Source: an optimization exercise on an open RTL-to-GDS flow (aim: small area and a short achievable clock period). Production flows keep margins and buffers that such runs may drop.
Function was checked by simulation only, so behaviour that the tests miss may differ from the original.

// mas_mul_vedic_32x32
module mas_mul_vedic_32x32 (
  input               clk,
  input               rstn,
  input        [31:0] in1,
  input        [31:0] in2,
  output logic [63:0] res
);
==> flow/config.mk <==
export PLATFORM = sky130hd
export DESIGN_NAME = mas_mul_vedic_32x32
export DESIGN_NICKNAME = mas_mul_vedic_32x32
export VERILOG_FILES = /design/flow/design.v
export SDC_FILE = /design/flow/constraint.sdc
export NUM_CORES = 4
export LEC_CHECK = 0
export ABC_AREA = 1
export CAP_MARGIN = 60
export CORE_MARGIN = 2
export CORE_UTILIZATION = 55
export CTS_CLUSTER_DIAMETER = 150
export CTS_CLUSTER_SIZE = 36
export SLEW_MARGIN = 60
export SYNTH_HIERARCHICAL = 1
==> flow/constraint.sdc <==
create_clock -name core_clock -period 25.0 [get_ports {clk}]
set_input_delay 5.0000 -clock core_clock [delete_from_list [all_inputs] [get_ports {clk}]]
set_output_delay 5.0000 -clock core_clock [all_outputs]
set_load 0.01 [all_outputs]
standard.sh (not shown) runs the stock make flow with config.mk's settings and CLKGATE_MAP_FILE= SYNTH_SCRIPT=/design/flow/synth_recipe.tcl, a recipe that flattens the netlist after the stock synthesis.
==> flow/flow/run.sh <==
#!/bin/bash
# The standard layout, with plain buffers (not delay cells) on the ports.
export BUFFER_PORTS_ARGS="-buffer_cell sky130_fd_sc_hd__buf_2"
bash standard.sh > standard.log 2>&1
The baseline produced a clean layout.
Rerun with:
==> flow/flow/run.sh (replaced) <==
#!/bin/bash
# The standard layout, with plain buffers (not delay cells) on the ports.
export BUFFER_PORTS_ARGS="-buffer_cell sky130_fd_sc_hd__buf_1"
bash standard.sh > standard.log 2>&1
Settings changed: CTS_CLUSTER_DIAMETER 150 to default, CTS_CLUSTER_SIZE 36 to default.
Wire length rose slightly.
Clock-buffer cell count decreases by 2.
Via count came out higher slightly.
Register-to-register slack gets worse by 0.04 ns.
Area after synthesis stays the same.
Sequential share of layout area stays flat.
Global-route usage rose by 0.25 points.
Synthesized cell count does not change.
Worst setup slack degrades by 0.042 ns.
Die area is unchanged.
Rerun with:
==> flow/flow/run.sh (replaced) <==
#!/bin/bash
# The standard layout, with plain buffers (not delay cells) on the ports.
export BUFFER_PORTS_ARGS="-buffer_cell sky130_fd_sc_hd__buf_2"
bash standard.sh > standard.log 2>&1
What happened: Worst hold slack degrades by 0.0059 ns; design area grows by 0.61%; non-clock buffer count shrinks by 2; worst setup slack improves by 0.042 ns; via count shrinks by 1.3%; fmax grows by 0.70%; sequential share of layout area stays flat.

mas_mul_vedic_32x32 again, from the RTL that the note above started with.
==> flow/config.mk <==
export PLATFORM = sky130hd
export DESIGN_NAME = mas_mul_vedic_32x32
export DESIGN_NICKNAME = mas_mul_vedic_32x32
export VERILOG_FILES = /design/flow/design.v
export SDC_FILE = /design/flow/constraint.sdc
export NUM_CORES = 4
export LEC_CHECK = 0
export ABC_AREA = 1
export CAP_MARGIN = 50
export CORE_MARGIN = 2
export CORE_UTILIZATION = 55
export SLEW_MARGIN = 50
export SYNTH_HIERARCHICAL = 1
==> flow/constraint.sdc <==
create_clock -name core_clock -period 25.0 [get_ports {clk}]
set_input_delay 5.0000 -clock core_clock [delete_from_list [all_inputs] [get_ports {clk}]]
set_output_delay 5.0000 -clock core_clock [all_outputs]
set_load 0.01 [all_outputs]
==> flow/flow/run.sh <==
#!/bin/bash
# The standard layout, with plain buffers (not delay cells) on the ports.
export BUFFER_PORTS_ARGS="-buffer_cell sky130_fd_sc_hd__buf_2"
bash standard.sh > standard.log 2>&1
The first run completed with no timing, DRC or antenna violations.
Change:
--- a/flow/config.mk
+++ b/flow/config.mk
@@ -9 +9 @@
-export CAP_MARGIN = 50
+export CAP_MARGIN = 60
@@ -11,2 +11,2 @@
-export CORE_UTILIZATION = 55
-export SLEW_MARGIN = 50
+export CORE_UTILIZATION = 45
+export SLEW_MARGIN = 60
Final area rose slightly.
Global-route usage fell by 5.5 points.
Clock-buffer cell count fell by 1.
Routed wire length rose by a few percent.
Clock skew stays flat.
Hold slack loses 0.085 ns.
Cell count rose by a few percent.
Fmax rose slightly.
Worst setup slack gains 0.037 ns.
Synthesized cell count stays the same.

re-timing with driven ports:
How much do the figures lean on ideal ports? The routed layouts below were timed once more, with nothing changed but the port constraints.
Step 1 sets driving cells, clkbuf_16 on the clock port and buf_2 on the other inputs (assumed; they add their load-dependent delay and slew).
Step 2 moves the port delays by t, midway between the first and last clock arrival at a register: inputs arrive t later, outputs are due t later. That takes back most of the time a late clock gives input paths.
a / b / c = no drivers / after step 1 / after step 2; a / b = the first two.
run	shift t [ns]	slack for setup (ns)	worst register clock-pin slew, ns	worst data-port slew with drivers (ns)
the first run of note 1	0.562	18.944 / 18.909 / 18.944	0.09 / 0.09	0.07
the second run of note 1	0.544	18.902 / 18.860 / 18.790	0.08 / 0.08	0.09
the third run of note 1	0.562	18.944 / 18.909 / 18.944	0.09 / 0.09	0.07
the first run of note 2	0.561	18.929 / 18.919 / 18.929	0.09 / 0.09	0.07
the second run of note 2	0.557	18.966 / 18.905 / 18.826	0.08 / 0.08	0.06
After both steps setup and hold are still met in every run listed. The setup slack of the second run of note 2, which loses most, moves by -0.061 ns with the drivers and by -0.140 ns with both steps.
